Source: an optimization exercise on an open RTL-to-GDS flow (aim: small area). Production flows keep margins and buffers that such runs may drop. For this run, only the layout was checked, not whether the RTL still works. Power figures rest on the tool's default switching activity, not on a simulated workload.

<file path="design.v">
module fetch
#(
    parameter int unsigned NUM_HART = 4,
    parameter int unsigned REG_WIDTH = 32,
    parameter int unsigned MEM_ADDR_WIDTH = REG_WIDTH
)(
    input  logic [NUM_HART-1:0]         in_hart_sel,
    input  logic                        in_hart_valid,
    output logic [NUM_HART-1:0]         pc_rd_hart_sel,
    input  logic [REG_WIDTH-1:0]        pc,
    output logic                        imem_rd_en,
    output logic [MEM_ADDR_WIDTH-1:0]   imem_rd_addr,
    input  logic                        imem_rd_ack,
    input  logic [REG_WIDTH-1:0]        imem_rd_data,
    output logic [NUM_HART-1:0]         out_hart_sel,
    output logic                        out_instr_valid,
    output logic [31:0]                 out_instr,
    output logic [REG_WIDTH-1:0]        out_pc
);
    always_comb pc_rd_hart_sel = in_hart_sel;
    always_comb imem_rd_en = in_hart_valid;
    always_comb imem_rd_addr = pc[MEM_ADDR_WIDTH-1:0];
    always_comb out_hart_sel = in_hart_sel;
    always_comb out_instr_valid = imem_rd_ack;
    always_comb out_instr = imem_rd_data[31:0];
    always_comb out_pc = pc;
endmodule
module decode
#(
    parameter int unsigned NUM_HART = 4,
    parameter int unsigned REG_WIDTH = 32,
    localparam int unsigned BYTES_PER_REG = REG_WIDTH / 8
)(
    input  logic [NUM_HART-1:0]         in_hart_sel,
    input  logic                        in_instr_valid,
    input  logic [31:0]                 in_instr,
    input  logic [REG_WIDTH-1:0]        in_pc,
    output logic [NUM_HART-1:0]         reg_rd_hart_sel,
    output logic [4:0]                  reg1_rd_addr,
    output logic [4:0]                  reg2_rd_addr,
    input  logic [REG_WIDTH-1:0]        reg1,
    input  logic [REG_WIDTH-1:0]        reg2,
    output logic [NUM_HART-1:0]         out_hart_sel,
    output logic                        out_lane_j_add_pc,
    output logic                        out_tube_0c_sel,
    output logic                        out_op_sign,
    output logic                        out_op_inv2,
    output logic                        out_op_cin,
    output logic [1:0]                  out_op_rsel,
    output logic [1:0]                  out_op_fsel,
    output logic                        out_pc_wr_en,
    output logic                        out_branch,
    output logic                        out_pc_sel_j,
    output logic                        out_pc_sel_k,
    output logic                        out_lane_y_sel_j,
    output logic                        out_lane_y_sel_k,
    output logic                        out_mem_rd_en,
    output logic                        out_mem_wr_en,
    output logic [BYTES_PER_REG-1:0]    out_mem_wr_ben,
    output logic                        out_reg_wr_en,
    output logic [1:0]                  out_reg_wr_size,
    output logic                        out_reg_wr_sign_ext,
    output logic [4:0]                  out_reg_wr_addr,
    output logic [REG_WIDTH-1:0]        out_lane_a,
    output logic [REG_WIDTH-1:0]        out_lane_b,
    output logic [REG_WIDTH-1:0]        out_lane_c,
    output logic [REG_WIDTH-1:0]        out_lane_d
);
    logic [31:0] instr;
    logic [1:0] op0;
    logic [4:2] op1;
    logic [6:5] op2;
    logic [14:12] op3;
    logic [31:25] op7;
    logic rv_grp_load;
    logic rv_grp_loadfp;
    logic rv_grp_miscmem;
    logic rv_grp_opimm;
    logic rv_grp_auipc;
    logic rv_grp_store;
    logic rv_grp_storefp;
    logic rv_grp_amo;
    logic rv_grp_op;
    logic rv_grp_lui;
    logic rv_grp_branch;
    logic rv_grp_jalr;
    logic rv_grp_jal;
    logic rv_grp_system;
    logic rv_op_muldiv;
    logic [REG_WIDTH-1:0] imm_i;
    logic [REG_WIDTH-1:0] imm_s;
    logic [REG_WIDTH-1:0] imm_b;
    logic [REG_WIDTH-1:0] imm_u;
    logic [REG_WIDTH-1:0] imm_j;
    logic [REG_WIDTH-1:0] imm;
    logic [REG_WIDTH-1:0] lane_a;
    logic [REG_WIDTH-1:0] lane_b;
    logic [REG_WIDTH-1:0] lane_c;
    logic [REG_WIDTH-1:0] lane_d;
    logic lane_j_add_pc;
    logic tube_0c_sel;
    logic [6:0] tube_op;
    logic issue;     
    logic pc_wr_en;
    logic mem_rd_en;
    logic mem_wr_en;
    logic [BYTES_PER_REG-1:0] mem_wr_ben;
    logic mem_lane_y_sel_j;
    logic mem_lane_y_sel_k;
    logic       reg_wr_en;
    logic [4:0] reg_wr_addr;
    always_comb instr = in_instr;
    always_comb op0 = instr[1:0];
    always_comb op1 = instr[4:2];
    always_comb op2 = instr[6:5];
    always_comb op3 = instr[14:12];
    always_comb op7 = instr[31:25];
    always_comb reg_rd_hart_sel = in_hart_sel;
    always_comb reg1_rd_addr = instr[19:15];
    always_comb reg2_rd_addr = instr[24:20];
    always_comb rv_grp_load    = in_instr_valid & (op2 == 2'b00) & (op1 == 3'b000) & (op0 == 2'b11);
    always_comb rv_grp_loadfp  = in_instr_valid & (op2 == 2'b00) & (op1 == 3'b001) & (op0 == 2'b11);
    always_comb rv_grp_miscmem = in_instr_valid & (op2 == 2'b00) & (op1 == 3'b011) & (op0 == 2'b11);
    always_comb rv_grp_opimm   = in_instr_valid & (op2 == 2'b00) & (op1 == 3'b100) & (op0 == 2'b11);
    always_comb rv_grp_auipc   = in_instr_valid & (op2 == 2'b00) & (op1 == 3'b101) & (op0 == 2'b11);
    always_comb rv_grp_store   = in_instr_valid & (op2 == 2'b01) & (op1 == 3'b000) & (op0 == 2'b11);
    always_comb rv_grp_storefp = in_instr_valid & (op2 == 2'b01) & (op1 == 3'b001) & (op0 == 2'b11);
    always_comb rv_grp_amo     = in_instr_valid & (op2 == 2'b01) & (op1 == 3'b011) & (op0 == 2'b11);
    always_comb rv_grp_op      = in_instr_valid & (op2 == 2'b01) & (op1 == 3'b100) & (op0 == 2'b11);
    always_comb rv_grp_lui     = in_instr_valid & (op2 == 2'b01) & (op1 == 3'b101) & (op0 == 2'b11);
    always_comb rv_grp_branch  = in_instr_valid & (op2 == 2'b11) & (op1 == 3'b000) & (op0 == 2'b11);
    always_comb rv_grp_jalr    = in_instr_valid & (op2 == 2'b11) & (op1 == 3'b001) & (op0 == 2'b11);
    always_comb rv_grp_jal     = in_instr_valid & (op2 == 2'b11) & (op1 == 3'b011) & (op0 == 2'b11);
    always_comb rv_grp_system  = in_instr_valid & (op2 == 2'b11) & (op1 == 3'b100) & (op0 == 2'b11);
    always_comb rv_op_muldiv = (op7 == 7'b0000001);
    always_comb imm_i = { { REG_WIDTH-11 {instr[31]} }, instr[30:20] };
    always_comb imm_s = { { REG_WIDTH-11 {instr[31]} }, instr[30:25], instr[11:8], instr[7] };
    always_comb imm_b = { { REG_WIDTH-12 {instr[31]} }, instr[7], instr[30:25], instr[11:8], 1'b0 };
    always_comb imm_u = { { REG_WIDTH-31 {instr[31]} }, instr[30:12], 12'b0 };
    always_comb imm_j = { { REG_WIDTH-20 {instr[31]} }, instr[19:12], instr[20], instr[30:25], instr[24:21], 1'b0 };
    always_comb begin
        case (1'b1)
            rv_grp_load:        imm = imm_i;
            rv_grp_miscmem:     imm = imm_i;
            rv_grp_opimm:       imm = imm_i;
            rv_grp_auipc:       imm = imm_u;
            rv_grp_store:       imm = imm_s;
            rv_grp_lui:         imm = imm_u;
            rv_grp_branch:      imm = imm_b;
            rv_grp_jalr:        imm = imm_i;
            rv_grp_jal:         imm = imm_j;
            default:            imm = 'x;
        endcase
    end
    always_comb lane_a = in_pc;
    always_comb begin
        case (1'b1)
            rv_grp_load:        lane_b = imm;
            rv_grp_auipc:       lane_b = imm;
            rv_grp_store:       lane_b = reg2;
            rv_grp_lui:         lane_b = imm;
            rv_grp_branch:      lane_b = imm;
            rv_grp_jalr:        lane_b = imm;
            rv_grp_jal:         lane_b = imm;
            default:            lane_b = 'x;
        endcase
    end
    always_comb lane_c = reg1;
    always_comb begin
        case (1'b1)
            rv_grp_load:        lane_d = imm;
            rv_grp_opimm:       lane_d = imm;
            rv_grp_auipc:       lane_d = '0;
            rv_grp_store:       lane_d = imm;
            rv_grp_op:          lane_d = reg2;
            rv_grp_lui:         lane_d = '0;
            rv_grp_branch:      lane_d = reg2;
            rv_grp_jalr:        lane_d = imm;
            rv_grp_jal:         lane_d = '0;
            default:            lane_d = 'x;
        endcase
    end
    always_comb begin
        case (1'b1)
            rv_grp_load:        tube_0c_sel = 1'b1;
            rv_grp_opimm:       tube_0c_sel = 1'b1;
            rv_grp_store:       tube_0c_sel = 1'b1;
            rv_grp_storefp:     tube_0c_sel = 1'b1;
            rv_grp_op:          tube_0c_sel = ~rv_op_muldiv;
            rv_grp_branch:      tube_0c_sel = 1'b1;
            rv_grp_jalr:        tube_0c_sel = 1'b1;
            rv_grp_system:      tube_0c_sel = 1'b1;
            default:            tube_0c_sel = 1'b0;
        endcase
    end
    always_comb begin
        case (1'b1)
            rv_grp_load:        tube_op = { 1'b0,    1'b0, 1'b0, 2'b00, 2'b00 };
            rv_grp_opimm: begin
                case (op3)
                    3'b000:     tube_op = { 1'b1,    1'b0, 1'b0, 2'bxx, 2'b00 };  
                    3'b001:     tube_op = { 1'b0,    1'b0, 1'bx, 2'b00, 2'b11 };  
                    3'b010:     tube_op = { 1'b1,    1'b1, 1'b1, 2'b10, 2'b01 };  
                    3'b011:     tube_op = { 1'b0,    1'b1, 1'b1, 2'b10, 2'b01 };  
                    3'b100:     tube_op = { 1'b0,    1'b0, 1'bx, 2'b00, 2'b10 };  
                    3'b101:     tube_op = { op7[30], 1'b0, 1'bx, 2'b10, 2'b11 };  
                    3'b110:     tube_op = { 1'b0,    1'b0, 1'bx, 2'b10, 2'b10 };  
                    default:    tube_op = { 1'b0,    1'b0, 1'bx, 2'b11, 2'b10 };  
                endcase
            end
            rv_grp_store:       tube_op = { 1'b0,    1'b0, 1'b0, 2'bxx, 2'b00 };
            rv_grp_op: begin
                case (op3)
                    3'b000:     tube_op = { 1'b1,    op7[30], op7[30], 2'bxx, 2'b00 };  
                    3'b001:     tube_op = { 1'b0,    1'b0,    1'bx,    2'b00, 2'b11 };  
                    3'b010:     tube_op = { 1'b1,    1'b1,    1'b1,    2'b10, 2'b01 };  
                    3'b011:     tube_op = { 1'b0,    1'b1,    1'b1,    2'b10, 2'b01 };  
                    3'b100:     tube_op = { 1'b0,    1'b0,    1'bx,    2'b00, 2'b10 };  
                    3'b101:     tube_op = { op7[30], 1'b0,    1'bx,    2'b10, 2'b11 };  
                    3'b110:     tube_op = { 1'b0,    1'b0,    1'bx,    2'b10, 2'b10 };  
                    default:    tube_op = { 1'b0,    1'b0,    1'bx,    2'b11, 2'b10 };  
                endcase
            end
            rv_grp_branch: begin
                case (op3)
                    3'b000:     tube_op = { 1'bx, 1'b0, 1'bx, 2'b00, 2'b01 };  
                    3'b001:     tube_op = { 1'bx, 1'b0, 1'bx, 2'b01, 2'b01 };  
                    3'b100:     tube_op = { 1'b1, 1'b1, 1'b1, 2'b10, 2'b01 };  
                    3'b101:     tube_op = { 1'b1, 1'b1, 1'b1, 2'b11, 2'b01 };  
                    3'b110:     tube_op = { 1'b0, 1'b1, 1'b1, 2'b10, 2'b01 };  
                    3'b111:     tube_op = { 1'b0, 1'b1, 1'b1, 2'b11, 2'b01 };  
                    default:    tube_op = 'x;
                endcase
            end
            rv_grp_jalr:        tube_op = { 1'b0, 1'b0, 1'b0, 2'bxx, 2'b00 };
            default:            tube_op = 'x;
        endcase
    end
    always_comb issue = in_instr_valid & (op1 != 3'b111) & (op0 == 2'b11);
    always_comb pc_wr_en = issue;
    always_comb mem_rd_en = issue & rv_grp_load;
    always_comb mem_wr_en = issue & rv_grp_store;
    always_comb begin
        mem_wr_ben = 'x;
        if (rv_grp_store) begin
            mem_wr_ben = '0;
            case (op3)
                3'b000:     mem_wr_ben[0]   = 1'b1;
                3'b001:     mem_wr_ben[1:0] = 2'b11;
                3'b010:     mem_wr_ben[3:0] = 4'b1111;
                3'b011:     mem_wr_ben      = '1;
                default:    mem_wr_ben      = 'x;
            endcase
        end
    end
    always_comb lane_j_add_pc = rv_grp_auipc | rv_grp_branch | rv_grp_jal;
    always_comb mem_lane_y_sel_j = rv_grp_auipc | rv_grp_lui;
    always_comb mem_lane_y_sel_k = rv_grp_opimm | rv_grp_op;
    always_comb begin
        case (1'b1)
            rv_grp_load:        reg_wr_en = issue;
            rv_grp_opimm:       reg_wr_en = issue;
            rv_grp_auipc:       reg_wr_en = issue;
            rv_grp_op:          reg_wr_en = issue & ~rv_op_muldiv;
            rv_grp_lui:         reg_wr_en = issue;
            rv_grp_jalr:        reg_wr_en = issue;
            rv_grp_jal:         reg_wr_en = issue;
            rv_grp_system:      reg_wr_en = issue;
            default:            reg_wr_en = 1'b0;
        endcase
    end
    always_comb reg_wr_addr = instr[11:7];
    always_comb out_hart_sel        = in_hart_sel;
    always_comb out_tube_0c_sel     = issue ? tube_0c_sel : 1'b0;
    always_comb { out_op_sign, out_op_inv2, out_op_cin, out_op_rsel, out_op_fsel } = tube_op;
    always_comb out_pc_wr_en        = pc_wr_en;
    always_comb out_branch          = rv_grp_branch;
    always_comb out_pc_sel_j        = rv_grp_jal;
    always_comb out_pc_sel_k        = rv_grp_jalr;
    always_comb out_lane_y_sel_j    = mem_lane_y_sel_j;
    always_comb out_lane_y_sel_k    = mem_lane_y_sel_k;
    always_comb out_lane_j_add_pc   = lane_j_add_pc;
    always_comb out_mem_rd_en       = mem_rd_en;
    always_comb out_mem_wr_en       = mem_wr_en;
    always_comb out_mem_wr_ben      = mem_wr_ben;
    always_comb out_reg_wr_en       = reg_wr_en;
    always_comb out_reg_wr_size     = instr[13:12];
    always_comb out_reg_wr_sign_ext = ~instr[14];
    always_comb out_reg_wr_addr     = reg_wr_addr;
    always_comb out_lane_a          = lane_a;
    always_comb out_lane_b          = lane_b;
    always_comb out_lane_c          = lane_c;
    always_comb out_lane_d          = lane_d;
endmodule
module tube_0c
#(
    parameter int unsigned REG_WIDTH = 32
)(
    input  logic                    in_valid,
    input  logic [REG_WIDTH-1:0]    in_data1,
    input  logic [REG_WIDTH-1:0]    in_data2,
    input  logic                    op_sign,
    input  logic                    op_inv2,
    input  logic                    op_cin,
    input  logic [1:0]              op_rsel,
    input  logic [1:0]              op_fsel,
    output logic                    out_valid,
    output logic [REG_WIDTH-1:0]    out_data
);
    localparam int unsigned SHAMT_WIDTH = $clog2(REG_WIDTH);
    logic sign1;
    logic sign2;
    logic [REG_WIDTH-1:0] data1;
    logic [REG_WIDTH-1:0] data2;
    logic [SHAMT_WIDTH-1:0] shamt;
    logic [REG_WIDTH-1:0] res_sum;
    logic res_carry;
    logic res_eq;
    logic res_ne;
    logic res_lt;
    logic res_ge;
    logic [REG_WIDTH-1:0] res_xor;
    logic [REG_WIDTH-1:0] res_or;
    logic [REG_WIDTH-1:0] res_and;
    logic [REG_WIDTH-1:0] res_sll;
    logic [REG_WIDTH-1:0] res_srl;
    logic [REG_WIDTH-1:0] res_sra;
    logic [REG_WIDTH-1:0] res_sr;
    logic [REG_WIDTH-1:0] final_sum;
    logic [REG_WIDTH-1:0] final_bool;
    logic [REG_WIDTH-1:0] final_bitvec;
    logic [REG_WIDTH-1:0] final_shift;
    always_comb sign1 = in_data1[REG_WIDTH-1];
    always_comb sign2 = in_data2[REG_WIDTH-1];
    always_comb data1 = in_data1;
    always_comb data2 = op_inv2 ? ~in_data2 : in_data2;
    always_comb shamt = data2[SHAMT_WIDTH-1:0];
    always_comb { res_carry, res_sum } = {1'b0, data1} + {1'b0, data2} + {{REG_WIDTH{1'b0}}, op_cin};
    always_comb res_eq = (res_xor == '0);
    always_comb res_ne = ~res_eq;
    always_comb res_lt = (op_sign & (sign1 ^ sign2)) ? res_carry : ~res_carry;
    always_comb res_ge = ~res_lt;
    always_comb res_xor = data1 ^ data2;
    always_comb res_or = data1 | data2;
    always_comb res_and = data1 & data2;
    always_comb res_sll = data1 << shamt;
    always_comb res_srl = data1 >> shamt;
    always_comb res_sra = $signed(data1) >>> shamt;
    always_comb res_sr = op_sign ? res_sra : res_srl;
    always_comb final_sum = res_sum;
    always_comb begin
        case (op_rsel)
            2'b00:   final_bool = { { REG_WIDTH-1 {1'b0} }, res_eq };
            2'b01:   final_bool = { { REG_WIDTH-1 {1'b0} }, res_ne };
            2'b10:   final_bool = { { REG_WIDTH-1 {1'b0} }, res_lt };
            default: final_bool = { { REG_WIDTH-1 {1'b0} }, res_ge };
        endcase
    end
    always_comb begin
        case (op_rsel)
            2'b00:   final_bitvec = res_xor;
            2'b10:   final_bitvec = res_or;
            2'b11:   final_bitvec = res_and;
            default: final_bitvec = 'x;
        endcase
    end
    always_comb begin
        case (op_rsel)
            2'b00:   final_shift = res_sll;
            2'b10:   final_shift = res_sr;
            default: final_shift = 'x;
        endcase
    end
    always_comb out_valid = in_valid;
    always_comb begin
        case (op_fsel)
            2'b00:   out_data = final_sum;
            2'b01:   out_data = final_bool;
            2'b10:   out_data = final_bitvec;
            default: out_data = final_shift;
        endcase
    end
endmodule
module exec
#(
    parameter int unsigned REG_WIDTH = 32
)(
    input  logic                    in_tube_0c_sel,
    input  logic                    in_op_sign,
    input  logic                    in_op_inv2,
    input  logic                    in_op_cin,
    input  logic [1:0]              in_op_rsel,
    input  logic [1:0]              in_op_fsel,
    input  logic                    in_lane_j_add_pc,
    input  logic                    in_reg_wr_en,
    input  logic [REG_WIDTH-1:0]    in_lane_a,
    input  logic [REG_WIDTH-1:0]    in_lane_b,
    input  logic [REG_WIDTH-1:0]    in_lane_c,
    input  logic [REG_WIDTH-1:0]    in_lane_d,
    output logic                    out_reg_wr_en,
    output logic [REG_WIDTH-1:0]    out_lane_i,
    output logic [REG_WIDTH-1:0]    out_lane_j,
    output logic [REG_WIDTH-1:0]    out_lane_k
);
    logic [REG_WIDTH-1:0]   pc;
    logic [REG_WIDTH-1:0]   lane_i;
    logic [REG_WIDTH-1:0]   lane_j;
    logic                   tube_out_valid_0c;
    logic [REG_WIDTH-1:0]   tube_out_data_0c;
    logic                   tube_muxed_valid;
    logic [REG_WIDTH-1:0]   tube_muxed_data;
    always_comb pc = in_lane_a;
    always_comb lane_i = pc + 4;
    always_comb lane_j = in_lane_b + (in_lane_j_add_pc ? pc : '0);
    tube_0c #(
        .REG_WIDTH  (REG_WIDTH)
    ) i_tube_0c (
        .in_valid   (in_tube_0c_sel),
        .in_data1   (in_lane_c),
        .in_data2   (in_lane_d),
        .op_sign    (in_op_sign),
        .op_inv2    (in_op_inv2),
        .op_cin     (in_op_cin),
        .op_rsel    (in_op_rsel),
        .op_fsel    (in_op_fsel),
        .out_valid  (tube_out_valid_0c),
        .out_data   (tube_out_data_0c)
    );
    always_comb tube_muxed_valid = tube_out_valid_0c;
    always_comb tube_muxed_data = tube_out_valid_0c ? tube_out_data_0c : '0;
    always_comb out_reg_wr_en = in_reg_wr_en;
    always_comb out_lane_i = lane_i;
    always_comb out_lane_j = lane_j;
    always_comb out_lane_k = tube_muxed_data;
endmodule
module memrw
#(
    parameter int unsigned NUM_HART = 4,
    parameter int unsigned REG_WIDTH = 32,
    parameter int unsigned MEM_ADDR_WIDTH = 32,
    localparam int unsigned BYTES_PER_REG = REG_WIDTH / 8,
    localparam int unsigned MEM_LOW_WIDTH = $clog2(REG_WIDTH / 8)
)(
    input  logic [NUM_HART-1:0]         in_hart_sel,
    input  logic                        in_pc_wr_en,
    input  logic                        in_branch,
    input  logic                        in_pc_sel_j,
    input  logic                        in_pc_sel_k,
    input  logic                        in_lane_y_sel_j,
    input  logic                        in_lane_y_sel_k,
    input  logic                        in_mem_rd_en,
    input  logic                        in_mem_wr_en,
    input  logic [BYTES_PER_REG-1:0]    in_mem_wr_ben,
    input  logic                        in_reg_wr_en,
    input  logic [REG_WIDTH-1:0]        in_lane_i,
    input  logic [REG_WIDTH-1:0]        in_lane_j,
    input  logic [REG_WIDTH-1:0]        in_lane_k,
    output logic [MEM_ADDR_WIDTH-1:0]   dmem_addr,
    output logic                        dmem_rd_en,
    output logic                        dmem_wr_en,
    output logic [REG_WIDTH-1:0]        dmem_wr_data,
    output logic [BYTES_PER_REG-1:0]    dmem_wr_ben,
    input  logic                        dmem_rd_ack,
    input  logic [REG_WIDTH-1:0]        dmem_rd_data,
    input  logic                        dmem_wr_ack,
    output logic [NUM_HART-1:0]         pc_wr_hart_sel,
    output logic                        pc_wr_en,
    output logic [REG_WIDTH-1:0]        pc_wr_data,
    output logic                        out_reg_wr_en,
    output logic [MEM_LOW_WIDTH-1:0]    out_reg_wr_shift,
    output logic [REG_WIDTH-1:0]        out_lane_y,
    output logic [REG_WIDTH-1:0]        out_lane_z
);
    logic [MEM_LOW_WIDTH-1:0] mem_reg_byte_addr;
    logic pc_sel_j;
    logic [REG_WIDTH-1:0] lane_y;
    logic reg_wr_en;
    always_comb mem_reg_byte_addr = in_lane_k[MEM_LOW_WIDTH-1:0];
    always_comb dmem_addr = { in_lane_k[MEM_ADDR_WIDTH-1:MEM_LOW_WIDTH], { MEM_LOW_WIDTH { 1'b0 } } };
    always_comb dmem_rd_en = in_mem_rd_en;
    always_comb dmem_wr_en = in_mem_wr_en;
    always_comb dmem_wr_data = in_lane_j << { mem_reg_byte_addr, 3'b000 };
    always_comb dmem_wr_ben = in_mem_wr_ben << mem_reg_byte_addr;
    always_comb pc_sel_j = in_branch ? in_lane_k[0] : in_pc_sel_j;
    always_comb pc_wr_hart_sel = in_hart_sel;
    always_comb pc_wr_en = in_pc_wr_en &
        (in_mem_rd_en ? dmem_rd_ack : 1'b1) &
        (in_mem_wr_en ? dmem_wr_ack : 1'b1);
    always_comb pc_wr_data =
        in_pc_sel_k ? in_lane_k :
        pc_sel_j ? in_lane_j :
        in_lane_i;
    always_comb lane_y =
        in_lane_y_sel_k ? in_lane_k :
        in_lane_y_sel_j ? in_lane_j :
        in_lane_i;
    always_comb begin
        if (in_mem_rd_en) begin
            reg_wr_en = in_reg_wr_en & dmem_rd_ack;
        end else begin
            reg_wr_en = in_reg_wr_en;
        end
    end
    always_comb out_reg_wr_en = reg_wr_en;
    always_comb out_reg_wr_shift = in_lane_k[MEM_LOW_WIDTH-1:0];
    always_comb out_lane_y = lane_y;
    always_comb out_lane_z = dmem_rd_data;
endmodule
module regwr
#(
    parameter int unsigned NUM_HART = 4,
    parameter int unsigned REG_WIDTH = 32,
    localparam int unsigned MEM_LOW_WIDTH = $clog2(REG_WIDTH / 8)
)(
    input  logic [NUM_HART-1:0]         in_hart_sel,
    input  logic                        in_reg_wr_en,
    input  logic                        in_reg_wr_sel_z,
    input  logic [1:0]                  in_reg_wr_size,
    input  logic                        in_reg_wr_sign_ext,
    input  logic [MEM_LOW_WIDTH-1:0]    in_reg_wr_shift,
    input  logic [4:0]                  in_reg_wr_addr,
    input  logic [REG_WIDTH-1:0]        in_lane_y,
    input  logic [REG_WIDTH-1:0]        in_lane_z,
    output logic [NUM_HART-1:0]         reg_wr_hart_sel,
    output logic                        reg_wr_en,
    output logic [4:0]                  reg_wr_addr,
    output logic [REG_WIDTH-1:0]        reg_wr_data
);
    localparam int unsigned SHIFT_AMOUNT_WIDTH = $clog2(REG_WIDTH);
    logic [SHIFT_AMOUNT_WIDTH-1:0] shift_amount;
    logic [REG_WIDTH-1:0] data_shifted;
    logic [REG_WIDTH-1:0] data_sign_ext;
    always_comb shift_amount = { in_reg_wr_shift, 3'b000 };
    always_comb data_shifted = in_lane_z >> shift_amount;
    for (genvar gi = 0 ; gi < REG_WIDTH ; gi++) begin: gen_data_sign_ext
        if (gi < 8) begin: gen_7_0
            always_comb data_sign_ext[gi] = data_shifted[gi];
        end else if (gi < 16) begin: gen_15_8
            always_comb begin
                case (in_reg_wr_size)
                    2'b00:   data_sign_ext[gi] = in_reg_wr_sign_ext & data_shifted[7];
                    default: data_sign_ext[gi] = data_shifted[gi];
                endcase
            end
        end else begin: gen_31_16
            always_comb begin
                case (in_reg_wr_size)
                    2'b00:   data_sign_ext[gi] = in_reg_wr_sign_ext & data_shifted[7];
                    2'b01:   data_sign_ext[gi] = in_reg_wr_sign_ext & data_shifted[15];
                    default: data_sign_ext[gi] = data_shifted[gi];
                endcase
            end
        end
    end
    always_comb reg_wr_hart_sel = in_hart_sel;
    always_comb reg_wr_en = in_reg_wr_en;
    always_comb reg_wr_addr = in_reg_wr_addr;
    always_comb reg_wr_data = in_reg_wr_sel_z ? data_sign_ext : in_lane_y;
endmodule
module reg_file
#(
    parameter int unsigned REG_WIDTH = 32
)(
    input  logic                    clk,
    input  logic                    rst,
    input  logic                    pc_wr_en,
    input  logic [REG_WIDTH-1:0]    pc_wr_data,
    output logic [REG_WIDTH-1:0]    pc,
    input  logic                    reg_wr_en,
    input  logic [4:0]              reg_wr_addr,
    input  logic [REG_WIDTH-1:0]    reg_wr_data,
    input  logic [4:0]              reg1_rd_addr,
    input  logic [4:0]              reg2_rd_addr,
    output logic [REG_WIDTH-1:0]    reg1,
    output logic [REG_WIDTH-1:0]    reg2
);
    localparam int unsigned NUM_REG = 32;
    always_ff @(posedge clk) begin
        if (!rst) begin
            pc <= '0;
        end else if (pc_wr_en) begin
            pc <= pc_wr_data;
        end
    end
    logic [REG_WIDTH*NUM_REG-1:0]   reg_list;
    logic [NUM_REG-1:0]             reg_wren_1hot;
    always_comb reg_wren_1hot = { { NUM_REG-1 {1'b0} }, reg_wr_en } << reg_wr_addr;
    assign reg_list[REG_WIDTH-1:0] = '0;
    for (genvar gi = 1 ; gi < NUM_REG ; gi++) begin: gen_list
        logic [REG_WIDTH-1:0] r;
        always_ff @(posedge clk) begin
            if (!rst) begin
                r <= '0;
            end else if (reg_wren_1hot[gi]) begin
                r <= reg_wr_data;
            end
        end
        assign reg_list[gi*REG_WIDTH +: REG_WIDTH] = r;
    end
    always_comb reg1 = reg_list[reg1_rd_addr*REG_WIDTH +: REG_WIDTH];
    always_comb reg2 = reg_list[reg2_rd_addr*REG_WIDTH +: REG_WIDTH];
endmodule
module reg_group
#(
    parameter int unsigned NUM_HART = 4,
    parameter int unsigned REG_WIDTH = 32
)(
    input  logic                    clk,
    input  logic                    rst,
    input  logic [NUM_HART-1:0]     pc_wr_hart_sel,
    input  logic                    pc_wr_en,
    input  logic [REG_WIDTH-1:0]    pc_wr_data,
    input  logic [NUM_HART-1:0]     pc_rd_hart_sel,
    output logic [REG_WIDTH-1:0]    pc,
    input  logic [NUM_HART-1:0]     reg_wr_hart_sel,
    input  logic                    reg_wr_en,
    input  logic [4:0]              reg_wr_addr,
    input  logic [REG_WIDTH-1:0]    reg_wr_data,
    input  logic [NUM_HART-1:0]     reg_rd_hart_sel,
    input  logic [4:0]              reg1_rd_addr,
    input  logic [4:0]              reg2_rd_addr,
    output logic [REG_WIDTH-1:0]    reg1,
    output logic [REG_WIDTH-1:0]    reg2
);
    logic [REG_WIDTH*NUM_HART-1:0]  pc_list;
    logic [REG_WIDTH*NUM_HART-1:0]  reg1_list;
    logic [REG_WIDTH*NUM_HART-1:0]  reg2_list;
    for (genvar gi = 0 ; gi < NUM_HART ; gi++) begin: gen_reg_file
        logic regfile_pc_wren;
        logic regfile_reg_wren;
        always_comb regfile_pc_wren = pc_wr_en & pc_wr_hart_sel[gi];
        always_comb regfile_reg_wren = reg_wr_en & reg_wr_hart_sel[gi];
        reg_file #(
            .REG_WIDTH      (REG_WIDTH)
        ) i_reg_file (
            .clk            (clk),
            .rst            (rst),
            .pc_wr_en       (regfile_pc_wren),
            .pc_wr_data     (pc_wr_data),
            .pc             (pc_list[gi*REG_WIDTH +: REG_WIDTH]),
            .reg_wr_en      (regfile_reg_wren),
            .reg_wr_addr    (reg_wr_addr),
            .reg_wr_data    (reg_wr_data),
            .reg1_rd_addr   (reg1_rd_addr),
            .reg2_rd_addr   (reg2_rd_addr),
            .reg1           (reg1_list[gi*REG_WIDTH +: REG_WIDTH]),
            .reg2           (reg2_list[gi*REG_WIDTH +: REG_WIDTH])
        );
    end: gen_reg_file
    always_comb begin
        pc = '0;
        for (int i = 0 ; i < NUM_HART ; i++) begin
            pc = pc | (pc_rd_hart_sel[i] ? pc_list[i*REG_WIDTH +: REG_WIDTH] : '0);
        end
    end
    always_comb begin
        reg1 = '0;
        for (int i = 0 ; i < NUM_HART ; i++) begin
            reg1 = reg1 | (reg_rd_hart_sel[i] ? reg1_list[i*REG_WIDTH +: REG_WIDTH] : '0);
        end
    end
    always_comb begin
        reg2 = '0;
        for (int i = 0 ; i < NUM_HART ; i++) begin
            reg2 = reg2 | (reg_rd_hart_sel[i] ? reg2_list[i*REG_WIDTH +: REG_WIDTH] : '0);
        end
    end
endmodule
module pipeline
#(
    parameter int unsigned NUM_HART = 4,
    parameter int unsigned REG_WIDTH = 32,
    parameter int unsigned MEM_ADDR_WIDTH = 32,
    localparam int unsigned BYTES_PER_REG = REG_WIDTH / 8
)(
    input  logic                        clk,
    input  logic                        rst,
    output logic [NUM_HART-1:0]         pc_rd_hart_sel,
    input  logic [REG_WIDTH-1:0]        pc,
    output logic                        imem_rd_en,
    output logic [MEM_ADDR_WIDTH-1:0]   imem_rd_addr,
    input  logic                        imem_rd_ack,
    input  logic [REG_WIDTH-1:0]        imem_rd_data,
    output logic [NUM_HART-1:0]         reg_rd_hart_sel,
    output logic [4:0]                  reg1_rd_addr,
    output logic [4:0]                  reg2_rd_addr,
    input  logic [REG_WIDTH-1:0]        reg1,
    input  logic [REG_WIDTH-1:0]        reg2,
    output logic [MEM_ADDR_WIDTH-1:0]   dmem_addr,
    output logic                        dmem_rd_en,
    output logic                        dmem_wr_en,
    output logic [REG_WIDTH-1:0]        dmem_wr_data,
    output logic [BYTES_PER_REG-1:0]    dmem_wr_ben,
    input  logic                        dmem_rd_ack,
    input  logic [REG_WIDTH-1:0]        dmem_rd_data,
    input  logic                        dmem_wr_ack,
    output logic [NUM_HART-1:0]         pc_wr_hart_sel,
    output logic                        pc_wr_en,
    output logic [REG_WIDTH-1:0]        pc_wr_data,
    output logic [NUM_HART-1:0]         reg_wr_hart_sel,
    output logic                        reg_wr_en,
    output logic [4:0]                  reg_wr_addr,
    output logic [REG_WIDTH-1:0]        reg_wr_data
);
    localparam int unsigned MEM_LOW_WIDTH = $clog2(REG_WIDTH / 8);
    logic [NUM_HART-1:0]    hf_hart_sel;
    logic                   hf_hart_valid;
    if (1) begin: gen_hart_fetch_pipe
        logic init;
        logic [NUM_HART-1:0] hart_sel_shift;
        always_comb init = rst & ~hf_hart_valid;
        always_comb hart_sel_shift = {
            hf_hart_sel[NUM_HART-2:0], hf_hart_sel[NUM_HART-1]
        };
        always_ff @(posedge clk) begin
            if (!rst) begin
                hf_hart_sel <= '0;
                hf_hart_valid <= 1'b0;
            end else if (init) begin
                hf_hart_sel <= { { NUM_HART-1 { 1'b0 } }, 1'b1 };
                hf_hart_valid <= 1'b1;
            end else begin
                hf_hart_sel <= hart_sel_shift;
                hf_hart_valid <= rst;
            end
        end
    end: gen_hart_fetch_pipe
    logic [NUM_HART-1:0]    fd_d_hart_sel;
    logic                   fd_d_instr_valid;
    logic [31:0]            fd_d_instr;
    logic [REG_WIDTH-1:0]   fd_d_pc;
    logic [NUM_HART-1:0]    fd_hart_sel;
    logic                   fd_instr_valid;
    logic [31:0]            fd_instr;
    logic [REG_WIDTH-1:0]   fd_pc;
    fetch #(
        .NUM_HART           (NUM_HART),
        .REG_WIDTH          (REG_WIDTH),
        .MEM_ADDR_WIDTH     (MEM_ADDR_WIDTH)
    ) i_fetch (
        .in_hart_sel        (hf_hart_sel),
        .in_hart_valid      (hf_hart_valid),
        .pc_rd_hart_sel     (pc_rd_hart_sel),
        .pc                 (pc),
        .imem_rd_en         (imem_rd_en),
        .imem_rd_addr       (imem_rd_addr),
        .imem_rd_ack        (imem_rd_ack),
        .imem_rd_data       (imem_rd_data),
        .out_hart_sel       (fd_d_hart_sel),
        .out_instr_valid    (fd_d_instr_valid),
        .out_instr          (fd_d_instr),
        .out_pc             (fd_d_pc)
    );
    if (1) begin: gen_fetch_decode_pipe
        logic en;
        always_comb en = fd_d_instr_valid | fd_instr_valid;
        always_ff @(posedge clk) begin
            if (!rst) begin
                { fd_hart_sel, fd_instr_valid, fd_instr, fd_pc } <= '0;
            end else if (en) begin
                { fd_hart_sel, fd_instr_valid, fd_instr, fd_pc } <=
                    { fd_d_hart_sel, fd_d_instr_valid, fd_d_instr, fd_d_pc };
            end
        end
    end: gen_fetch_decode_pipe
    logic [NUM_HART-1:0]        de_d_hart_sel;
    logic                       de_d_lane_j_add_pc;
    logic                       de_d_tube_0c_sel;
    logic                       de_d_op_sign;
    logic                       de_d_op_inv2;
    logic                       de_d_op_cin;
    logic [1:0]                 de_d_op_rsel;
    logic [1:0]                 de_d_op_fsel;
    logic                       de_d_pc_wr_en;
    logic                       de_d_branch;
    logic                       de_d_pc_sel_j;
    logic                       de_d_pc_sel_k;
    logic                       de_d_lane_y_sel_j;
    logic                       de_d_lane_y_sel_k;
    logic                       de_d_mem_rd_en;
    logic                       de_d_mem_wr_en;
    logic [BYTES_PER_REG-1:0]   de_d_mem_wr_ben;
    logic                       de_d_reg_wr_en;
    logic [1:0]                 de_d_reg_wr_size;
    logic                       de_d_reg_wr_sign_ext;
    logic [4:0]                 de_d_reg_wr_addr;
    logic [REG_WIDTH-1:0]       de_d_lane_a;
    logic [REG_WIDTH-1:0]       de_d_lane_b;
    logic [REG_WIDTH-1:0]       de_d_lane_c;
    logic [REG_WIDTH-1:0]       de_d_lane_d;
    logic [NUM_HART-1:0]        de_hart_sel;
    logic                       de_lane_j_add_pc;
    logic                       de_tube_0c_sel;
    logic                       de_op_sign;
    logic                       de_op_inv2;
    logic                       de_op_cin;
    logic [1:0]                 de_op_rsel;
    logic [1:0]                 de_op_fsel;
    logic                       de_pc_wr_en;
    logic                       de_branch;
    logic                       de_pc_sel_j;
    logic                       de_pc_sel_k;
    logic                       de_lane_y_sel_j;
    logic                       de_lane_y_sel_k;
    logic                       de_mem_rd_en;
    logic                       de_mem_wr_en;
    logic [BYTES_PER_REG-1:0]   de_mem_wr_ben;
    logic                       de_reg_wr_en;
    logic [1:0]                 de_reg_wr_size;
    logic                       de_reg_wr_sign_ext;
    logic [4:0]                 de_reg_wr_addr;
    logic [REG_WIDTH-1:0]       de_lane_a;
    logic [REG_WIDTH-1:0]       de_lane_b;
    logic [REG_WIDTH-1:0]       de_lane_c;
    logic [REG_WIDTH-1:0]       de_lane_d;
    decode #(
        .NUM_HART               (NUM_HART),
        .REG_WIDTH              (REG_WIDTH)
    ) i_decode (
        .in_hart_sel            (fd_hart_sel),
        .in_instr_valid         (fd_instr_valid),
        .in_instr               (fd_instr),
        .in_pc                  (fd_pc),
        .reg_rd_hart_sel        (reg_rd_hart_sel),
        .reg1_rd_addr           (reg1_rd_addr),
        .reg2_rd_addr           (reg2_rd_addr),
        .reg1                   (reg1),
        .reg2                   (reg2),
        .out_hart_sel           (de_d_hart_sel),
        .out_lane_j_add_pc      (de_d_lane_j_add_pc),
        .out_tube_0c_sel        (de_d_tube_0c_sel),
        .out_op_sign            (de_d_op_sign),
        .out_op_inv2            (de_d_op_inv2),
        .out_op_cin             (de_d_op_cin),
        .out_op_rsel            (de_d_op_rsel),
        .out_op_fsel            (de_d_op_fsel),
        .out_pc_wr_en           (de_d_pc_wr_en),
        .out_branch             (de_d_branch),
        .out_pc_sel_j           (de_d_pc_sel_j),
        .out_pc_sel_k           (de_d_pc_sel_k),
        .out_lane_y_sel_j       (de_d_lane_y_sel_j),
        .out_lane_y_sel_k       (de_d_lane_y_sel_k),
        .out_mem_rd_en          (de_d_mem_rd_en),
        .out_mem_wr_en          (de_d_mem_wr_en),
        .out_mem_wr_ben         (de_d_mem_wr_ben),
        .out_reg_wr_en          (de_d_reg_wr_en),
        .out_reg_wr_size        (de_d_reg_wr_size),
        .out_reg_wr_sign_ext    (de_d_reg_wr_sign_ext),
        .out_reg_wr_addr        (de_d_reg_wr_addr),
        .out_lane_a             (de_d_lane_a),
        .out_lane_b             (de_d_lane_b),
        .out_lane_c             (de_d_lane_c),
        .out_lane_d             (de_d_lane_d)
    );
    if (1) begin: gen_decode_exec_pipe
        logic en;
        always_comb en =
            de_d_pc_wr_en |
            de_d_mem_rd_en | de_d_mem_wr_en |
            de_d_reg_wr_en |
            de_pc_wr_en |
            de_mem_rd_en | de_mem_wr_en |
            de_reg_wr_en;
        always_ff @(posedge clk) begin
            if (!rst) begin
                { de_hart_sel, de_lane_j_add_pc, de_tube_0c_sel,
                  de_op_sign, de_op_inv2, de_op_cin, de_op_rsel, de_op_fsel,
                  de_pc_wr_en, de_branch, de_pc_sel_j, de_pc_sel_k,
                  de_lane_y_sel_j, de_lane_y_sel_k,
                  de_mem_rd_en, de_mem_wr_en, de_mem_wr_ben,
                  de_reg_wr_en, de_reg_wr_size, de_reg_wr_sign_ext, de_reg_wr_addr,
                  de_lane_a, de_lane_b, de_lane_c, de_lane_d } <= '0;
            end else if (en) begin
                { de_hart_sel, de_lane_j_add_pc, de_tube_0c_sel,
                  de_op_sign, de_op_inv2, de_op_cin, de_op_rsel, de_op_fsel,
                  de_pc_wr_en, de_branch, de_pc_sel_j, de_pc_sel_k,
                  de_lane_y_sel_j, de_lane_y_sel_k,
                  de_mem_rd_en, de_mem_wr_en, de_mem_wr_ben,
                  de_reg_wr_en, de_reg_wr_size, de_reg_wr_sign_ext, de_reg_wr_addr,
                  de_lane_a, de_lane_b, de_lane_c, de_lane_d } <=
                { de_d_hart_sel, de_d_lane_j_add_pc, de_d_tube_0c_sel,
                  de_d_op_sign, de_d_op_inv2, de_d_op_cin, de_d_op_rsel, de_d_op_fsel,
                  de_d_pc_wr_en, de_d_branch, de_d_pc_sel_j, de_d_pc_sel_k,
                  de_d_lane_y_sel_j, de_d_lane_y_sel_k,
                  de_d_mem_rd_en, de_d_mem_wr_en, de_d_mem_wr_ben,
                  de_d_reg_wr_en, de_d_reg_wr_size, de_d_reg_wr_sign_ext, de_d_reg_wr_addr,
                  de_d_lane_a, de_d_lane_b, de_d_lane_c, de_d_lane_d };
            end
        end
    end: gen_decode_exec_pipe
    logic                       em_d_reg_wr_en;
    logic [REG_WIDTH-1:0]       em_d_lane_i;
    logic [REG_WIDTH-1:0]       em_d_lane_j;
    logic [REG_WIDTH-1:0]       em_d_lane_k;
    logic [NUM_HART-1:0]        em_hart_sel;
    logic                       em_pc_wr_en;
    logic                       em_branch;
    logic                       em_pc_sel_j;
    logic                       em_pc_sel_k;
    logic                       em_lane_y_sel_j;
    logic                       em_lane_y_sel_k;
    logic                       em_mem_rd_en;
    logic                       em_mem_wr_en;
    logic [BYTES_PER_REG-1:0]   em_mem_wr_ben;
    logic                       em_reg_wr_en;
    logic [1:0]                 em_reg_wr_size;
    logic                       em_reg_wr_sign_ext;
    logic [4:0]                 em_reg_wr_addr;
    logic [REG_WIDTH-1:0]       em_lane_i;
    logic [REG_WIDTH-1:0]       em_lane_j;
    logic [REG_WIDTH-1:0]       em_lane_k;
    exec #(
        .REG_WIDTH          (REG_WIDTH)
    ) i_exec (
        .in_tube_0c_sel     (de_tube_0c_sel),
        .in_op_sign         (de_op_sign),
        .in_op_inv2         (de_op_inv2),
        .in_op_cin          (de_op_cin),
        .in_op_rsel         (de_op_rsel),
        .in_op_fsel         (de_op_fsel),
        .in_lane_j_add_pc   (de_lane_j_add_pc),
        .in_reg_wr_en       (de_reg_wr_en),
        .in_lane_a          (de_lane_a),
        .in_lane_b          (de_lane_b),
        .in_lane_c          (de_lane_c),
        .in_lane_d          (de_lane_d),
        .out_reg_wr_en      (em_d_reg_wr_en),
        .out_lane_i         (em_d_lane_i),
        .out_lane_j         (em_d_lane_j),
        .out_lane_k         (em_d_lane_k)
    );
    if (1) begin: gen_exec_memrw_pipe
        logic en;
        always_comb en =
            de_pc_wr_en |
            de_mem_rd_en | de_mem_wr_en |
            em_d_reg_wr_en |
            em_pc_wr_en |
            em_mem_rd_en | em_mem_wr_en |
            em_reg_wr_en;
        always_ff @(posedge clk) begin
            if (!rst) begin
                { em_hart_sel, em_pc_wr_en, em_branch, em_pc_sel_j, em_pc_sel_k,
                  em_lane_y_sel_j, em_lane_y_sel_k,
                  em_mem_rd_en, em_mem_wr_en, em_mem_wr_ben,
                  em_reg_wr_en, em_reg_wr_size, em_reg_wr_sign_ext, em_reg_wr_addr,
                  em_lane_i, em_lane_j, em_lane_k } <= '0;
            end else if (en) begin
                { em_hart_sel, em_pc_wr_en, em_branch, em_pc_sel_j, em_pc_sel_k,
                  em_lane_y_sel_j, em_lane_y_sel_k,
                  em_mem_rd_en, em_mem_wr_en, em_mem_wr_ben,
                  em_reg_wr_en, em_reg_wr_size, em_reg_wr_sign_ext, em_reg_wr_addr,
                  em_lane_i, em_lane_j, em_lane_k } <=
                { de_hart_sel, de_pc_wr_en, de_branch, de_pc_sel_j, de_pc_sel_k,
                  de_lane_y_sel_j, de_lane_y_sel_k,
                  de_mem_rd_en, de_mem_wr_en, de_mem_wr_ben,
                  em_d_reg_wr_en, de_reg_wr_size, de_reg_wr_sign_ext, de_reg_wr_addr,
                  em_d_lane_i, em_d_lane_j, em_d_lane_k };
            end
        end
    end: gen_exec_memrw_pipe
    logic                       mr_d_reg_wr_en;
    logic [MEM_LOW_WIDTH-1:0]   mr_d_reg_wr_shift;
    logic [REG_WIDTH-1:0]       mr_d_lane_y;
    logic [REG_WIDTH-1:0]       mr_d_lane_z;
    logic [NUM_HART-1:0]        mr_hart_sel;
    logic                       mr_reg_wr_en;
    logic                       mr_reg_wr_sel_z;
    logic [1:0]                 mr_reg_wr_size;
    logic                       mr_reg_wr_sign_ext;
    logic [MEM_LOW_WIDTH-1:0]   mr_reg_wr_shift;
    logic [4:0]                 mr_reg_wr_addr;
    logic [REG_WIDTH-1:0]       mr_lane_y;
    logic [REG_WIDTH-1:0]       mr_lane_z;
    memrw #(
        .NUM_HART           (NUM_HART),
        .REG_WIDTH          (REG_WIDTH),
        .MEM_ADDR_WIDTH     (MEM_ADDR_WIDTH)
    ) i_memrw (
        .in_hart_sel        (em_hart_sel),
        .in_pc_wr_en        (em_pc_wr_en),
        .in_branch          (em_branch),
        .in_pc_sel_j        (em_pc_sel_j),
        .in_pc_sel_k        (em_pc_sel_k),
        .in_lane_y_sel_j    (em_lane_y_sel_j),
        .in_lane_y_sel_k    (em_lane_y_sel_k),
        .in_mem_rd_en       (em_mem_rd_en),
        .in_mem_wr_en       (em_mem_wr_en),
        .in_mem_wr_ben      (em_mem_wr_ben),
        .in_reg_wr_en       (em_reg_wr_en),
        .in_lane_i          (em_lane_i),
        .in_lane_j          (em_lane_j),
        .in_lane_k          (em_lane_k),
        .dmem_addr          (dmem_addr),
        .dmem_rd_en         (dmem_rd_en),
        .dmem_wr_en         (dmem_wr_en),
        .dmem_wr_data       (dmem_wr_data),
        .dmem_wr_ben        (dmem_wr_ben),
        .dmem_rd_ack        (dmem_rd_ack),
        .dmem_rd_data       (dmem_rd_data),
        .dmem_wr_ack        (dmem_wr_ack),
        .pc_wr_hart_sel     (pc_wr_hart_sel),
        .pc_wr_en           (pc_wr_en),
        .pc_wr_data         (pc_wr_data),
        .out_reg_wr_en      (mr_d_reg_wr_en),
        .out_reg_wr_shift   (mr_d_reg_wr_shift),
        .out_lane_y         (mr_d_lane_y),
        .out_lane_z         (mr_d_lane_z)
    );
    if (1) begin: gen_memrw_regwr_pipe
        logic en;
        always_comb en = mr_d_reg_wr_en | mr_reg_wr_en;
        always_ff @(posedge clk) begin
            if (!rst) begin
                { mr_hart_sel, mr_reg_wr_en, mr_reg_wr_sel_z, mr_reg_wr_size,
                  mr_reg_wr_sign_ext, mr_reg_wr_shift, mr_reg_wr_addr,
                  mr_lane_y, mr_lane_z } <= '0;
            end else if (en) begin
                { mr_hart_sel, mr_reg_wr_en, mr_reg_wr_sel_z, mr_reg_wr_size,
                  mr_reg_wr_sign_ext, mr_reg_wr_shift, mr_reg_wr_addr,
                  mr_lane_y, mr_lane_z } <=
                { em_hart_sel, mr_d_reg_wr_en, em_mem_rd_en, em_reg_wr_size,
                  em_reg_wr_sign_ext, mr_d_reg_wr_shift, em_reg_wr_addr,
                  mr_d_lane_y, mr_d_lane_z };
            end
        end
    end: gen_memrw_regwr_pipe
    regwr #(
        .NUM_HART           (NUM_HART),
        .REG_WIDTH          (REG_WIDTH)
    ) i_regwr (
        .in_hart_sel        (mr_hart_sel),
        .in_reg_wr_en       (mr_reg_wr_en),
        .in_reg_wr_sel_z    (mr_reg_wr_sel_z),
        .in_reg_wr_size     (mr_reg_wr_size),
        .in_reg_wr_sign_ext (mr_reg_wr_sign_ext),
        .in_reg_wr_shift    (mr_reg_wr_shift),
        .in_reg_wr_addr     (mr_reg_wr_addr),
        .in_lane_y          (mr_lane_y),
        .in_lane_z          (mr_lane_z),
        .reg_wr_hart_sel    (reg_wr_hart_sel),
        .reg_wr_en          (reg_wr_en),
        .reg_wr_addr        (reg_wr_addr),
        .reg_wr_data        (reg_wr_data)
    );
endmodule
module core
#(
    parameter int unsigned NUM_HART = 4,
    parameter int unsigned REG_WIDTH = 32,
    parameter int unsigned MEM_ADDR_WIDTH = 12,
    localparam int unsigned BYTES_PER_REG = REG_WIDTH / 8
)(
    input  logic                        clk,
    input  logic                        rst,
    output logic                        imem_rd_en,
    output logic [MEM_ADDR_WIDTH-1:0]   imem_rd_addr,
    input  logic                        imem_rd_ack,
    input  logic [REG_WIDTH-1:0]        imem_rd_data,
    output logic [MEM_ADDR_WIDTH-1:0]   dmem_addr,
    output logic                        dmem_rd_en,
    output logic                        dmem_wr_en,
    output logic [REG_WIDTH-1:0]        dmem_wr_data,
    output logic [BYTES_PER_REG-1:0]    dmem_wr_ben,
    input  logic                        dmem_rd_ack,
    input  logic [REG_WIDTH-1:0]        dmem_rd_data,
    input  logic                        dmem_wr_ack
);
    logic [NUM_HART-1:0]    pc_rd_hart_sel;
    logic [REG_WIDTH-1:0]   pc;
    logic [NUM_HART-1:0]    reg_rd_hart_sel;
    logic [4:0]             reg1_rd_addr;
    logic [4:0]             reg2_rd_addr;
    logic [REG_WIDTH-1:0]   reg1;
    logic [REG_WIDTH-1:0]   reg2;
    logic [NUM_HART-1:0]    pc_wr_hart_sel;
    logic                   pc_wr_en;
    logic [REG_WIDTH-1:0]   pc_wr_data;
    logic [NUM_HART-1:0]    reg_wr_hart_sel;
    logic                   reg_wr_en;
    logic [4:0]             reg_wr_addr;
    logic [REG_WIDTH-1:0]   reg_wr_data;
    pipeline #(
        .NUM_HART           (NUM_HART),
        .REG_WIDTH          (REG_WIDTH),
        .MEM_ADDR_WIDTH     (MEM_ADDR_WIDTH)
    ) i_pipeline (
        .clk                (clk),
        .rst                (rst),
        .pc_rd_hart_sel     (pc_rd_hart_sel),
        .pc                 (pc),
        .imem_rd_en         (imem_rd_en),
        .imem_rd_addr       (imem_rd_addr),
        .imem_rd_ack        (imem_rd_ack),
        .imem_rd_data       (imem_rd_data),
        .reg_rd_hart_sel    (reg_rd_hart_sel),
        .reg1_rd_addr       (reg1_rd_addr),
        .reg2_rd_addr       (reg2_rd_addr),
        .reg1               (reg1),
        .reg2               (reg2),
        .dmem_addr          (dmem_addr),
        .dmem_rd_en         (dmem_rd_en),
        .dmem_wr_en         (dmem_wr_en),
        .dmem_wr_data       (dmem_wr_data),
        .dmem_wr_ben        (dmem_wr_ben),
        .dmem_rd_ack        (dmem_rd_ack),
        .dmem_rd_data       (dmem_rd_data),
        .dmem_wr_ack        (dmem_wr_ack),
        .pc_wr_hart_sel     (pc_wr_hart_sel),
        .pc_wr_en           (pc_wr_en),
        .pc_wr_data         (pc_wr_data),
        .reg_wr_hart_sel    (reg_wr_hart_sel),
        .reg_wr_en          (reg_wr_en),
        .reg_wr_addr        (reg_wr_addr),
        .reg_wr_data        (reg_wr_data)
    );
    reg_group #(
        .NUM_HART           (NUM_HART),
        .REG_WIDTH          (REG_WIDTH)
    ) i_reg_group (
        .clk                (clk),
        .rst                (rst),
        .pc_wr_hart_sel     (pc_wr_hart_sel),
        .pc_wr_en           (pc_wr_en),
        .pc_wr_data         (pc_wr_data),
        .pc_rd_hart_sel     (pc_rd_hart_sel),
        .pc                 (pc),
        .reg_wr_hart_sel    (reg_wr_hart_sel),
        .reg_wr_en          (reg_wr_en),
        .reg_wr_addr        (reg_wr_addr),
        .reg_wr_data        (reg_wr_data),
        .reg_rd_hart_sel    (reg_rd_hart_sel),
        .reg1_rd_addr       (reg1_rd_addr),
        .reg2_rd_addr       (reg2_rd_addr),
        .reg1               (reg1),
        .reg2               (reg2)
    );
endmodule
</file>
<file path="run.sh">
#!/bin/bash
# synth_recipe.tcl (not shown) runs the flow's synth.tcl, then flattens the netlist and writes it again
# the make line also repeats each setting of config.mk as NAME=value (left out here)
make -C /OpenROAD-flow-scripts/flow DESIGN_CONFIG=/design/flow/config.mk WORK_HOME=/design/flow/orfs CLKGATE_MAP_FILE= SYNTH_SCRIPT=/design/flow/synth_recipe.tcl finish
</file>
<file path="config.mk">
export PLATFORM = sky130hd
export DESIGN_NAME = core
export DESIGN_NICKNAME = core
export VERILOG_FILES = /design/flow/design.v
export SDC_FILE = /design/flow/constraint.sdc
export NUM_CORES = 8
export LEC_CHECK = 0
export CAP_MARGIN = 20
export CORE_MARGIN = 2
export CORE_UTILIZATION = 40
export SLEW_MARGIN = 20
</file>
<file path="constraint.sdc">
create_clock -name core_clock -period 5.0 [get_ports {clk}]
set_input_delay 1.0000 -clock core_clock [delete_from_list [all_inputs] [get_ports {clk}]]
set_output_delay 1.0000 -clock core_clock [all_outputs]
set_load 0.01 [all_outputs]
</file>
==> impl_metrics.toml <==
[hold_path]
hold_end = "i_pipeline.hf_hart_valid"
hold_depth = 1
min_path_type = "input port to flop"
worstHoldStart = "rst"

[worst_setup_path]
cp.required_ns = 5.99
crit_path_start = "i_pipeline.fd_instr[20]"
reg2reg_to = "i_pipeline.de_lane_d[15]"
cp_max_fo = 24
path_cells = "buf_12 -> buf_12 -> buf_12 -> mux4_2 -> mux4_2 -> o211ai_1 -> buf_4 -> nand4_1 -> a221o_1"
cp-end-kind = "flop"
critPathBufInv = 4
cpMostUsedCell = "buf_12"
worstSetupStartpointType = "flop"
setup.worst_path.class = "flop to flop"
r2r_setup_slack_ns = 0.18
r2r_start = "i_pipeline.fd_instr[20]"
cpLargestDelayFamily = "compound AO/OA/AOI/OAI gates"
arrival_ns = 5.81
rr_worst_depth = 9
max_stage_delay_ns = 1.01
cp_slowest_cell = "dfxtp_4"
cp_num_cells = 9

[logic_synthesis]
synth_edf_count = 0
ys_types = 82
ys_ff_latch = 4530
async_reset_ff_frac = 0
synth_area_leaders = "dfxtp_1 39%, mux4_2 23%, nand2_1 7.4%, mux2i_1 6.6%, a21oi_1 4.7%"
yosys-top-cells-count = "4,624 x nand2_1, 4,530 x dfxtp_1, 2,699 x nor2_1"
synth_ff_type = "dfxtp_1"
yosys.cell_count.top_type = "nand2_1"
syn_area_mm2 = 0.2341
syn_inst = 23980
synth_warnings = 9
seq_area_frac_synth = 0.3873
yosysTopAreaCell = "dfxtp_1"
synth_top_area_frac = 0.3873
avgSynthCellArea_um2 = 9.763

[die]
die_w_um = 769.1
initial_utilization = 0.4007
rows = 281
core-area_mm2 = 0.5843
fp.dieArea_mm2 = 0.5914
pin_count = 132
fp.dieH_um = 769.1

[timing]
finalCritPeriodShare = 0.9645
worst-slew-pin-transition_ns = 1.396
rsz0062_at_grt = "false"
setup_viol = 0
final.min_clock_period_ns = 4.822
drv_slew = 0
fin_worst_skew_ns = 0.1214
slew_headroom = 0.06951
fmax_mhz = 207.4
finalSetupTns_ns = 0
hold_violations = 0

[route]
dr.pass1.iters = 10
wl_um = 960000
wl_per_cell_um = 30.76
highest_layer = "met5"
drtIter0Drc = 27730
ant_nets = 0
routed-wl-met3_um = 113900
via_count = 196700
vias_per_cell = 6.302
met2_length_um = 409000
drc = 0
wl_met1_um = 365100

[placement]
gp_congestion = 1.017
hpwl_um = 615600
port_buffers = 129

[clocking]
root_buffer = "clkbuf_16"
postCtsSetupBuffers = 0
cts_hold_buffers = 0
numCtsBuffers = 518
clock_sinks = 4530
clk_path_buf_depth = 4
clock_latency_ns = 1.14
cts_tree = "yes"
h-tree-depth = 6
cts_resized = 0
clk_pin_slew_ns = 0.06

[power]
combPwrFrac = 0.052
intPower_uw = 60800
swShare = 0.2452
seq_power_share = 0.451
switchingPower_uw = 19760
peakVddDrop_uv = 397.6
power_per_cell_area_mw_per_mm2 = 305.1
p_leak_uw = 0.08269
clockPowerShare = 0.497

[final_layout]
fillerInstances = 54480
final_layout_size_suffix_gt1_frac = 0.1983
final_util = 0.4519
layout.nets = 23140
syn_to_final_growth_pct = 12.78

[global_routing]
overflow = 0
grt_max_degree = 218
grt_pass1_vias = 184400
antenna_found_initial = 84
grt_first_pass_wirelength_um = 1360000
grt_util_all_layers = 0.3124

[run_status]
status = "no timing/DRC/antenna violations"

[flow_run]
cap_violations = 0
==> registers in the layout, indices dropped and copies added (netlist names), 5 cells and up <==
signal and count:
i_pipeline.fd_pc 32, i_pipeline.mr_reg_wr_addr 5, i_pipeline.em_lane_k 32, i_pipeline.de_reg_wr_addr 5
i_pipeline.em_reg_wr_addr 5, i_reg_group.gen_reg_file.i_reg_file.gen_list.r 3968, i_pipeline.em_lane_j 32, i_pipeline.de_lane_a 32
i_pipeline.de_lane_b 32, i_pipeline.mr_lane_y 32, i_pipeline.fd_instr 32, i_reg_group.gen_reg_file.i_reg_file.pc 128
i_pipeline.de_lane_d 32, i_pipeline.de_lane_c 32, i_pipeline.em_lane_i 32, i_pipeline.mr_lane_z 32
==> placed cells by master (no fill, tap or decap), types with 167 or more instances in the layout <==
cell type  synthesis  layout
o21ai_0          300     297
nand2b_1         172     169
mux2i_1         1539    1530
buf_12             0     233
mux4_2          2361    2361
a22o_1           259     259
o211ai_1         167     167
buf_4             45     712
nand2_1         4624    4612
a21oi_1         2179    2178
dfxtp_1         4530    4504
clkbuf_16          0     527
a211oi_1        1071    1071
mux2_2           264     264
nor2_1          2699    2582
==> stage by stage <==
step                setup slack (ns)  total power (uW)  hold WS [ns]  instance area, um2  instances
floorplan                      1.201             39610        0.4273              234100      23980
global route                  0.3156             82360        0.1760              263900      31160
detailed placement            0.3731             41240        0.4439              246200      30230
CTS                           0.3144             80690        0.1474              263900      31160
global placement            -0.06621             41230        0.4368              246100      30220
finish                        0.1777             80560        0.2063              264100      31210
==> routing by layer <==
metal,up-vias,track usage
li1,84270,-
met1,98050,0.4068
met2,11770,0.4586
met3,2520,0.08655
met4,44,0.1966
met5,-,0.001786
==> kinds of logic (layout without fill, tap and decap cells) <==
logic type	Yosys count	count (layout)	synth area share
AND/OR/NAND/NOR	7917	7917	0.1328
AO/OA/AOI/OAI	4433	4433	0.1179
multiplexers	4164	4164	0.3056
buffers and inverters	2740	2132	0.04695
flip-flops	4530	4530	0.3873
adder cells (fa/ha/maj)	100	100	0.005440
other	1	52	0.00001602
XOR/XNOR	97	97	0.003869
==> area by class of cell <==
| class | instances | area [um2] | area share |
|---|---|---|---|
| antenna | 50 | 125.1 | 0.0004738 |
| tap | 7782 | 9737 | 0.03687 |
| multi-input combinational | 16710 | 133800 | 0.5068 |
| timing repair buffer | 1076 | 11360 | 0.04301 |
| sequential | 4530 | 90750 | 0.3437 |
| clock inverter | 169 | 2492 | 0.009439 |
| inverter | 128 | 495.5 | 0.001876 |
| clock buffer | 759 | 15270 | 0.05783 |
==> power groups by stage <==
stage	clock network, uW	logic [uW]	registers (uW)
after floorplan	0	2670	36900
final	40000	4220	36300
after global placement	0	4120	37100
after detailed placement	0	4140	37100
after CTS	40200	4140	36300
after global routing	41700	4330	36300
==> worst max-delay path by stage <==
stage                                to  slack (ns)
5_1_grt        i_pipeline.de_lane_d[15]        0.32
2_1_floorplan  i_pipeline.em_lane_k[23]        1.20
3_5_place_dp   i_pipeline.de_lane_d[15]        0.37
4_1_cts        i_pipeline.de_lane_d[15]        0.31
3_3_place_gp   i_pipeline.de_lane_c[27]       -0.07
6_report       i_pipeline.de_lane_d[15]        0.18

-- re-timing with driven ports --
The flow's constraints put no driver on any port. The routed layout listed below was extracted and timed again, unchanged, in two steps. Step 1 assumes that a clkbuf_16 drives the clock port and a buf_2 every other input. Step 2 also shifts input and output timing later by t, the mid clock arrival at the registers, as if the neighbouring blocks saw the same clock. Slacks: no drivers / after step 1 / after step 2; pairs: no drivers / after step 1.
shift t [ns]: 1.217
slack for setup (ns): 0.178 / 0.178 / 0.178
worst data-port slew with drivers (ns): 0.18
After both steps this run still meets setup and hold. For this run, drivers alone change the setup slack by 0.000 ns; drivers and shift together by 0.000 ns.
